This is an optimization exercise on Yosys and OpenROAD, whose aim is small area, a short achievable clock period and few clock cycles, not a production implementation.
Function was checked by simulation only, so behaviour that the tests miss may differ from the original.
No activity file was given, so power comes from the tool's default toggle rates.

[config.mk]
export PLATFORM = sky130hd
export DESIGN_NAME = filter
export DESIGN_NICKNAME = filter
export VERILOG_FILES = /design/flow/design.v
export SDC_FILE = /design/flow/constraint.sdc
export NUM_CORES = 4
export LEC_CHECK = 0
export CAP_MARGIN = 20
export CORE_MARGIN = 2
export CORE_UTILIZATION = 40
export PLACE_DENSITY = 0.6
export SLEW_MARGIN = 20
[constraint.sdc]
create_clock -name core_clock -period 10.0 [get_ports {clk}]
set_input_delay 2.0000 -clock core_clock [delete_from_list [all_inputs] [get_ports {clk}]]
set_output_delay 2.0000 -clock core_clock [all_outputs]
set_load 0.01 [all_outputs]
[design.v]
module filter (
	input wire clk,
	input wire rst_n,
	input wire fc_valid,
	input wire [7:0] working_pixel,
	input signed [7:0] fc,
	input wire start,
	output reg [7:0] out_pixel,
	output reg out_valid,
	output reg [15:0] addr,
	output wire wen,
	output reg en,
	output wire [7:0] d
);
	wire signed [8:0] calc_pixel = {1'b0, working_pixel};
	parameter IDLE   = 3'b000;
	parameter READfc = 3'b001;
	parameter CALC   = 3'b010;
	parameter WAIT   = 3'b011;
	parameter OUTPUT = 3'b100;
	parameter PIXELCOUNT = 16'd65535;
	integer i, j;
	reg START, FC_valid, next_out_valid;
	reg [2:0] state, next_state;
	reg [2:0] fc_i, fc_j, next_fc_i, next_fc_j;
	reg [4:0] calc_count, next_calc_count;
	reg [7:0] pixel_i, pixel_j, next_pixel_i, next_pixel_j, next_outPixel;
	reg [15:0] pixel_count, next_pixel_count;
	reg [15:0] next_addr;
	reg signed [7:0] temp_fc, next_temp_fc;
	reg signed [7:0] FC[0:4][0:4];
	reg signed [7:0] next_FC[0:4][0:4];
	reg signed [15:0] temp_pixel, next_temp_pixel;
	reg signed [10:0] padded_i, padded_j, next_padded_i, next_padded_j;
	reg signed [10:0] ibound, jbound, next_ibound, next_jbound;
	assign wen = 1'b1;
	assign d = 8'd0;
	always @(posedge clk) begin
		en <= 1;
		if( !rst_n ) begin
			START <= 1'b0;
			FC_valid <= 1'b0;
			state <= IDLE;
			for(i=0; i<5; i=i+1) begin
				for(j=0; j<5; j=j+1) begin
					FC[i][j] <= 8'd0;
				end
			end
			fc_i <= 3'd0;
			fc_j <= 3'd0;
			pixel_i <= 8'd0;
			pixel_j <= 8'd0;
			padded_i <= -2;
			padded_j <= -2;
			ibound <= 11'd0;
			jbound <= 11'd0;
			calc_count <= 5'd0;
			out_pixel <= 8'd0;
			out_valid <= 1'b0;
			pixel_count <= 16'd0;
			addr <= 16'd0;
			temp_pixel <= $signed(0);
			temp_fc <= 4'd0;
		end else begin
			START <= start;
			FC_valid <= fc_valid;
			state <= next_state;
			for(i=0; i<5; i=i+1) begin
				for(j=0; j<5; j=j+1) begin
					FC[i][j] <= next_FC[i][j];
				end
			end
			fc_i <= next_fc_i;
			fc_j <= next_fc_j;
			pixel_i <= next_pixel_i;
			pixel_j <= next_pixel_j;
			padded_i <= next_padded_i;
			padded_j <= next_padded_j;
			ibound <= next_ibound;
			jbound <= next_jbound;
			calc_count <= next_calc_count;
			out_pixel <= next_outPixel;
			out_valid <= next_out_valid;
			pixel_count <= next_pixel_count;
			addr <= next_addr;
			temp_pixel <= next_temp_pixel;
			temp_fc <= next_temp_fc;
		end
	end
	always @(*) begin
		next_fc_i = 8'd0;
		next_fc_j = 8'd0;
		next_pixel_i = 8'd0;
		next_pixel_j = 8'd0;
		next_padded_i = -2;
		next_padded_j = -2;
		next_ibound = -2;
		next_jbound = -2;
		next_calc_count = 5'd0;
		next_outPixel = 10'd0;
		next_pixel_count = 16'd0;
		next_addr = 16'd0;	
		next_temp_pixel = $signed(0);
		next_temp_fc = 4'd0;
		next_state = IDLE;
		next_out_valid = 1'b0;
		for(i=0; i<5; i=i+1) begin
			for(j=0; j<5; j=j+1) begin
				next_FC[i][j] = FC[i][j];
			end
		end
		case (state)
			IDLE: begin
				next_fc_i = 8'd0;
				next_fc_j = 8'd0;
				next_pixel_i = 8'd0;
				next_pixel_j = 8'd0;
				next_padded_i = -2;
				next_padded_j = -2;
				next_ibound = -2;
				next_jbound = -2;
				next_calc_count = 5'd0;
				next_outPixel = 10'd0;
				next_pixel_count = 16'd0;
				next_addr = 16'd0;	
				next_temp_pixel = $signed(0);
				next_temp_fc = 4'd0;
				next_out_valid = 1'b0;
				for(i=0; i<5; i=i+1) begin
					for(j=0; j<5; j=j+1) begin
						next_FC[i][j] = FC[i][j];
					end
				end
				if(START) begin
					next_state = READfc;
					next_temp_fc = fc;
				end else begin
					next_state = IDLE;
				end
			end
			READfc: begin
				next_pixel_i = 8'd0;
				next_pixel_j = 8'd0;
				next_padded_i = -2;
				next_padded_j = -2;
				next_ibound = -2;
				next_jbound = -2;
				next_calc_count = 5'd0;
				next_outPixel = 10'd0;
				next_pixel_count = 16'd0;
				next_addr = 16'd0;	
				next_temp_pixel = $signed(0);
				next_out_valid = 1'b0;
				for(i=0; i<5; i=i+1) begin
					for(j=0; j<5; j=j+1) begin
						if(i==fc_i && j==fc_j && FC_valid && START)begin
							next_FC[i][j] = temp_fc;
						end else begin
							next_FC[i][j] = FC[i][j];
						end
					end
				end
				if(FC_valid && START) begin
					if( fc_i >= 3'd4 && fc_j >= 3'd4 ) begin
						next_fc_i = 3'd0;
						next_fc_j = 3'd0;
					end else if( fc_j >= 3'd4 ) begin
						next_fc_i = fc_i + 3'd1;
						next_fc_j = 3'd0;
					end else begin
						next_fc_i = fc_i;
						next_fc_j = fc_j + 3'd1;
					end
					next_state = READfc;
					next_temp_fc = fc;
				end else begin
					next_fc_i = 3'd0;
					next_fc_j = 3'd0;
					next_temp_fc = 4'd0;
					next_state = CALC;
				end
			end
			CALC: begin
				next_addr = addr;	
				next_temp_fc = 4'd0;
				next_out_valid = 1'b0;
				for(i=0; i<5; i=i+1) begin
					for(j=0; j<5; j=j+1) begin
						next_FC[i][j] = FC[i][j];
					end
				end
				next_fc_i = fc_i;
				next_fc_j = fc_j;
				next_pixel_i = pixel_i;
				next_pixel_j = pixel_j;
				next_padded_i = padded_i;
				next_padded_j = padded_j;
				next_ibound = ibound;
				next_jbound = jbound;
				next_outPixel = 8'd0;
				next_pixel_count = pixel_count;
				next_calc_count = calc_count + 5'd1;
				next_state = CALC;
				next_temp_pixel = $signed(0);
				if(padded_i<$signed(0) || padded_j<$signed(0) || padded_i>$signed(255) || padded_j>$signed(255)) begin
					next_addr = 15'd0;
				end else begin
					next_addr = (padded_i << 8 ) + padded_j;
				end
				if( padded_i >= $signed(pixel_i + 10'd2) && padded_j >= $signed(pixel_j + 10'd2) ) begin
					next_padded_i = padded_i;
					next_padded_j = padded_j;
				end else if( padded_j >= $signed(pixel_j + 10'd2) ) begin
					next_padded_i = padded_i + 8'd1;
					next_padded_j = pixel_j - $signed(10'd2);
				end else begin
					next_padded_i = padded_i;
					next_padded_j = padded_j + $signed(10'd1);
				end
				if(calc_count < 5'd2) begin
					next_temp_pixel = $signed(0);
					next_ibound = ibound;
					next_jbound = jbound;
				end else begin
					if( ibound < $signed(0) || jbound < $signed(0) || ibound > $signed(255) || jbound > $signed(255)) begin
						next_temp_pixel = temp_pixel;
					end else begin
						next_temp_pixel = temp_pixel + calc_pixel * FC[fc_i][fc_j];
					end
					if( ibound >= $signed(pixel_i + 2) && jbound >= $signed(pixel_j + 2) ) begin
						next_ibound = ibound;
						next_jbound = jbound;
					end else if( jbound >= $signed(pixel_j + 2) ) begin
						next_ibound = ibound + $signed(10'd1);
						next_jbound = pixel_j - $signed(10'd2);
					end else begin
						next_ibound = ibound;
						next_jbound = jbound + $signed(10'd1);
					end
					if( fc_i >= 3'd4 && fc_j >= 3'd4 ) begin
						next_fc_i = 3'd0;
						next_fc_j = 3'd0;
						next_state = OUTPUT;
					end else if( fc_j >= 3'd4 ) begin
						next_fc_i = fc_i + 3'd1;
						next_fc_j = 3'd0;
					end else begin
						next_fc_i = fc_i;
						next_fc_j = fc_j + 3'd1;
					end
				end
			end
			WAIT: begin
				next_out_valid = 1'b1;
				next_calc_count = 5'd0;
				next_addr = 16'd0;	
				next_temp_fc = 4'd0;
				for(i=0; i<5; i=i+1) begin
					for(j=0; j<5; j=j+1) begin
						next_FC[i][j] = FC[i][j];
					end
				end
				next_temp_pixel = temp_pixel;
				next_outPixel = out_pixel;
				next_pixel_count = pixel_count + 16'd1;
				next_fc_i = 3'd0;
				next_fc_j = 3'd0;
				next_pixel_i = pixel_i;
				next_pixel_j = pixel_j;
				next_padded_i = padded_i;
				next_padded_j = padded_j;
				next_ibound = ibound;
				next_jbound = jbound;
				next_state = CALC;
			end
			OUTPUT: begin
				next_calc_count = 5'd0;
				next_addr = 16'd0;	
				next_temp_fc = 4'd0;
				for(i=0; i<5; i=i+1) begin
					for(j=0; j<5; j=j+1) begin
						next_FC[i][j] = FC[i][j];
					end
				end
				next_fc_i = 3'd0;
				next_fc_j = 3'd0;
				next_temp_pixel = temp_pixel;
				next_outPixel = out_pixel;
				next_pixel_count = pixel_count + 16'd1;
				if(pixel_count > PIXELCOUNT) begin
					next_out_valid = 1'b0;
					next_state = IDLE;
				end else begin
					next_out_valid = 1'b0;
					next_state = WAIT;
					if(temp_pixel > $signed(255))begin
						next_outPixel = 255;
					end else if(temp_pixel < $signed(0))begin
						next_outPixel = 0;
					end else begin
						next_outPixel = temp_pixel;
					end
					if( pixel_i >= 8'd255 && pixel_j >= 8'd255 ) begin
						next_pixel_i = 8'd0;
						next_pixel_j = 8'd0;
						next_padded_i = -2;
						next_padded_j = -2;
						next_ibound = -2;
						next_jbound = -2;
					end else if( pixel_j >= 8'd255 ) begin
						next_pixel_i = pixel_i + 8'd1;
						next_pixel_j = 8'd0;
						next_padded_i = pixel_i + 8'd1 - 2;
						next_padded_j = -2;
						next_ibound = pixel_i + 8'd1 - 2;
						next_jbound = -2;
					end else begin
						next_pixel_i = pixel_i;
						next_pixel_j = pixel_j + 8'd1;
						next_padded_i = pixel_i - 2;
						next_padded_j = pixel_j + 8'd1 - 2;
						next_ibound = pixel_i - 2;
						next_jbound = pixel_j + 8'd1 - 2;
					end
				end
			end
		endcase
	end
endmodule
[run.sh]
#!/bin/bash
# synth_recipe.tcl (not shown) runs the flow's synth.tcl, then flattens the netlist and writes it again
# the make line also repeats each setting of config.mk as NAME=value (left out here)
make -C /OpenROAD-flow-scripts/flow DESIGN_CONFIG=/design/flow/config.mk WORK_HOME=/design/flow/orfs CLKGATE_MAP_FILE= SYNTH_SCRIPT=/design/flow/synth_recipe.tcl finish
==> metrics.md <==
| Metric | Value |
|---|---|
| Top delay family on crit path | `adder cells` |
| Slew headroom | `0.248` |
| Total CTS buffers | `39` |
| WL per Instance | `20.1 um` |
| DRC viols | `0` |
| Worst R2R Setup Slack | `1.20 ns` |
| Avg Cell Area, Syn | `8.58 um^2` |
| Critical Path Slowest Stage Cell | `fa_1` |
| Clk root buf | `clkbuf_16` |
| Post-Synthesis Cell Area | `0.0193 mm^2` |
| Largest cells by area after synthesis | `dfxtp_1 (34%), mux2i_1 (10%), ha_1 (7.8%)` |
| Pre-CTS setup slack | `1.26 ns` |
| Final Hold Fails | `0` |
| TritonCTS clock tree | `yes` |
| Vias in the first global route | `15600` |
| Htree depth | `2` |
| Post-DP HPWL | `40.7 mm` |
| LEAKAGE | `9.00 nW` |
| Post-route cell area | `0.0215 mm^2` |
| GP Congestion | `0.929` |
| Worst hold path type | `flip-flop to flip-flop` |
| Antenna violations before repair | `0` |
| Pwr Density | `136 mW/mm^2` |
| Most used DFF post-synth | `dfxtp_1` |
| Fmax | `114 MHz` |
| Core footprint | `0.0477 mm^2` |
| CTS Hold Bufs | `0` |
| Synth warn | `3` |
| Critical path's largest stage delay | `1.08 ns` |
| Arrival time worst endpoint | `9.29 ns` |
| Num rows | `80` |
| Total GRT Usage | `0.229` |
| CP Data Required Time | `10.49 ns` |
| Largest area contributor in the netlist | `dfxtp_1` |
| Area growth, synth to finish | `11.4%` |
| CP Max Fanout | `22` |
| Synth cell types | `86` |
| Final worst-path cycle share | `0.880` |
| Final worst setup slack | `1.20 ns` |
| ANT cells | `0` |
| DRT iter0 DRCs | `1528` |
| Number of synthesized register bits | `325` |
| Post-synth EDFFs | `0` |
| Worst vdd ir | `0.107 mV` |
| # IOs | `55` |
| Starting density of the core | `0.405` |
| Clock skew | `0.0274 ns` |
| Max-slew violation count | `0` |
| CTS Sinks | `325` |
| TNS Setup | `0 ns` |
| Number of post-CTS setup repair buffers | `0` |
| # setup viols final | `0` |
| Mapped Cells | `2253` |
| Die Ht | `224 um` |
| DIE AREA | `0.0501 mm^2` |
| DR vias | `16500` |
| RSZ-0062 raised after global routing | `false` |
| Maximum capacitance violations | `0` |
| Status | `finished clean` |
| CTS clk-pin slew, worst paths | `0.06 ns` |
| FFs w/ async S/R, synth | `0` |
| Fin crit period | `8.80 ns` |
| Largest net degree at the start of global routing | `149` |
| Routed Antenna Nets | `0` |
| First-pass GRT wire length | `90.8 mm` |
| Tightest Pin Transition | `1.13 ns` |
| Via-to-Cell Ratio | `5.73` |
| Util after Layout | `0.451` |
| Post_cts resized | `0` |
| Clock Latency Late Sink | `0.57 ns` |
| Yosys top cell area share | `0.337` |
| Die X-Extent | `224 um` |
| IO buf count | `44` |
| Congestion Overflow GR | `0` |
| FILL cells | `4628` |
| WP buf/inv | `3` |
| DRT Pass-1 Iters | `6` |
| Layout cells sized above 1 | `0.0598` |
| CP dominant cell by count | `fa_1` |
| Max clock buf depth | `3` |
| Final Power | `2.94 mW` |
| Crit Path Category | `flip-flop to flip-flop` |
| Nets | `2423` |
| Wirelength, routed | `57.7 mm` |
| Sequential fraction of the synthesis area | `0.337` |
| DP Area | `0.0202 mm^2` |
| Crit end category | `flip-flop` |
| Nature of the critical path startpoint | `flip-flop` |
worst reg2reg max path, stage by stage, from the launching register on:
cell and delay [ns]:
dfxtp_1 0.46, ha_1 0.28, ha_1 0.33, fa_1 1.08, nand2_1 0.22, nor3_1 0.83, a22o_1 0.26, nor3_1 0.05
a21oi_1 0.18, a2111oi_0 0.09, and3_1 0.28, nand2b_1 0.21, fa_1 0.50, fa_1 0.55, inv_1 0.06, fa_1 0.50
fa_1 0.56, inv_1 0.06, fa_1 0.50, inv_1 0.04, ha_1 0.29, o21ai_0 0.10, o21a_1 0.20, o21ai_0 0.28
nand4_1 0.17, a31oi_1 0.20, xnor3_1 0.34, o21ai_1 0.13
placed cells by master, fill, tap and decap left out, drive strengths merged, types with 11 or more instances in the layout:
cell type,instances
a211oi,16
clkdlybuf4s50,43
nand3,94
fa,53
a32oi,11
xnor2,34
nand2,177
nor4,13
inv,106
a21oi,120
a21o,11
nor3,48
buf,30
mux2i,196
mux2,13
or3,13
a22oi,28
nor2b,28
dfxtp,325
nand2b,21
o211ai,15
clkbuf,60
nor2,315
a31oi,22
ha,121
xor2,25
and2,44
nand4,14
and3,18
o21ai,89
logic make-up after synthesis:
kind of cell             synth area share
multiplexers                        0.114
AND/OR/NAND/NOR                     0.194
AO/OA/AOI/OAI                       0.140
XOR/XNOR                           0.0283
other                            0.000388
adder cells (fa/ha/maj)             0.133
buffers and inverters              0.0537
flip-flops                          0.337
area by class of cell:
type / count / area (um^2) / share of cell area
clock inverter: 9 / 140 / 0.00651
multi-input combinational: 1683 / 11900 / 0.551
timing repair buffer: 73 / 666 / 0.0309
inverter: 107 / 409 / 0.0190
tap: 615 / 769 / 0.0357
clock buffer: 60 / 1190 / 0.0551
sequential: 325 / 6510 / 0.302
layer usage:
| layer | track usage | vias up | share of wire |
|---|---|---|---|
| met1 | 0.321 | 8043 | 0.47 |
| met5 | 0 | - | 0 |
| met3 | 0.0352 | 92 | 0.057 |
| li1 | - | 7810 | - |
| met4 | 0.0611 | 0 | 0.022 |
| met2 | 0.366 | 512 | 0.45 |
state kept, by name (all words and copies together) (netlist names), 3 cells and up:
signal / cells
FC: 200
addr: 16
temp_pixel: 16
ibound: 11
jbound: 11
padded_i: 11
padded_j: 11
out_pixel: 8
pixel_i: 8
pixel_j: 8
temp_fc: 8
calc_count: 5
fc_i: 3
fc_j: 3
state: 3
cells in the mapped netlist (7+ instances only):
master / n
nor3_1: 48
mux2_2: 11
fa_1: 53
a21o_1: 11
a32oi_1: 11
nor3b_1: 7
nor4_1: 13
a221oi_1: 7
inv_1: 105
buf_1: 7
a22oi_1: 27
clkbuf_1: 103
o21ai_1: 7
dfxtp_1: 325
o32ai_1: 9
and3_1: 17
mux2i_1: 196
o21ai_0: 82
o21a_1: 9
a31oi_1: 22
nand3_1: 94
nand2b_1: 21
xnor2_1: 33
nand2_1: 177
a311oi_1: 7
nand4_1: 14
ha_1: 121
a21oi_1: 119
nor2b_1: 28
nor2_1: 314
or4_1: 7
a22o_1: 7
xor2_1: 25
o211ai_1: 15
buf_2: 15
buf_4: 10
a211oi_1: 14
or3_1: 13
and2_1: 43
clkbuf_2: 8
power by group:
group / switching (mW) / leakage, nW / internal [mW]
Combinational: 0.0962 / 5.73 / 0.0505
Sequential: 0.0224 / 2.63 / 1.31
Clock: 0.566 / 0.645 / 0.894
Total: 0.685 / 9.00 / 2.25
through the flow:
step	std cells	hold slack, ns
detailed placement	2803	0.443
global placement	2802	0.432
floorplan	2261	0.418
finish	2872	0.450
CTS	2872	0.456
global route	2872	0.471
worst paths after layout:
path,endpoint,cells after the start,startpoint
worst min-delay path,calc_count[0]$_SDFF_PN0_,1,calc_count[0]$_SDFF_PN0_
worst min register to register,calc_count[0]$_SDFF_PN0_,1,calc_count[0]$_SDFF_PN0_
worst max register to register,temp_pixel[15]$_SDFFE_PN0P_,27,fc_i[0]$_SDFFE_PN0P_
worst max-delay path,temp_pixel[15]$_SDFFE_PN0P_,27,fc_i[0]$_SDFFE_PN0P_
Testbench counts, summed over its fixed seeds: cycles 11,403,438.

## what the ideal ports hide
How much do the figures lean on ideal ports? The routed layout below was timed once more, with nothing changed but the port constraints. Step 1, drivers: a clkbuf_16 drives clk and a buf_2 each remaining input, both assumed. Step 2 moves the port delays by t, midway between the first and last clock arrival at a register: inputs arrive t later, outputs are due t later. That takes back most of the time a late clock gives input paths. a / b / c = ideal ports / drivers / drivers and shift; a / b = the first two.
t (ns): 0.613
setup WS [ns]: 1.197 / 1.197 / 1.197
hold slack, ns: 0.450 / 0.450 / 0.450
clock arrival spread, ns: 0.028 / 0.027
After both steps this run still meets setup and hold. For this run, drivers alone change the setup slack by 0.000 ns; drivers and shift together by 0.000 ns.
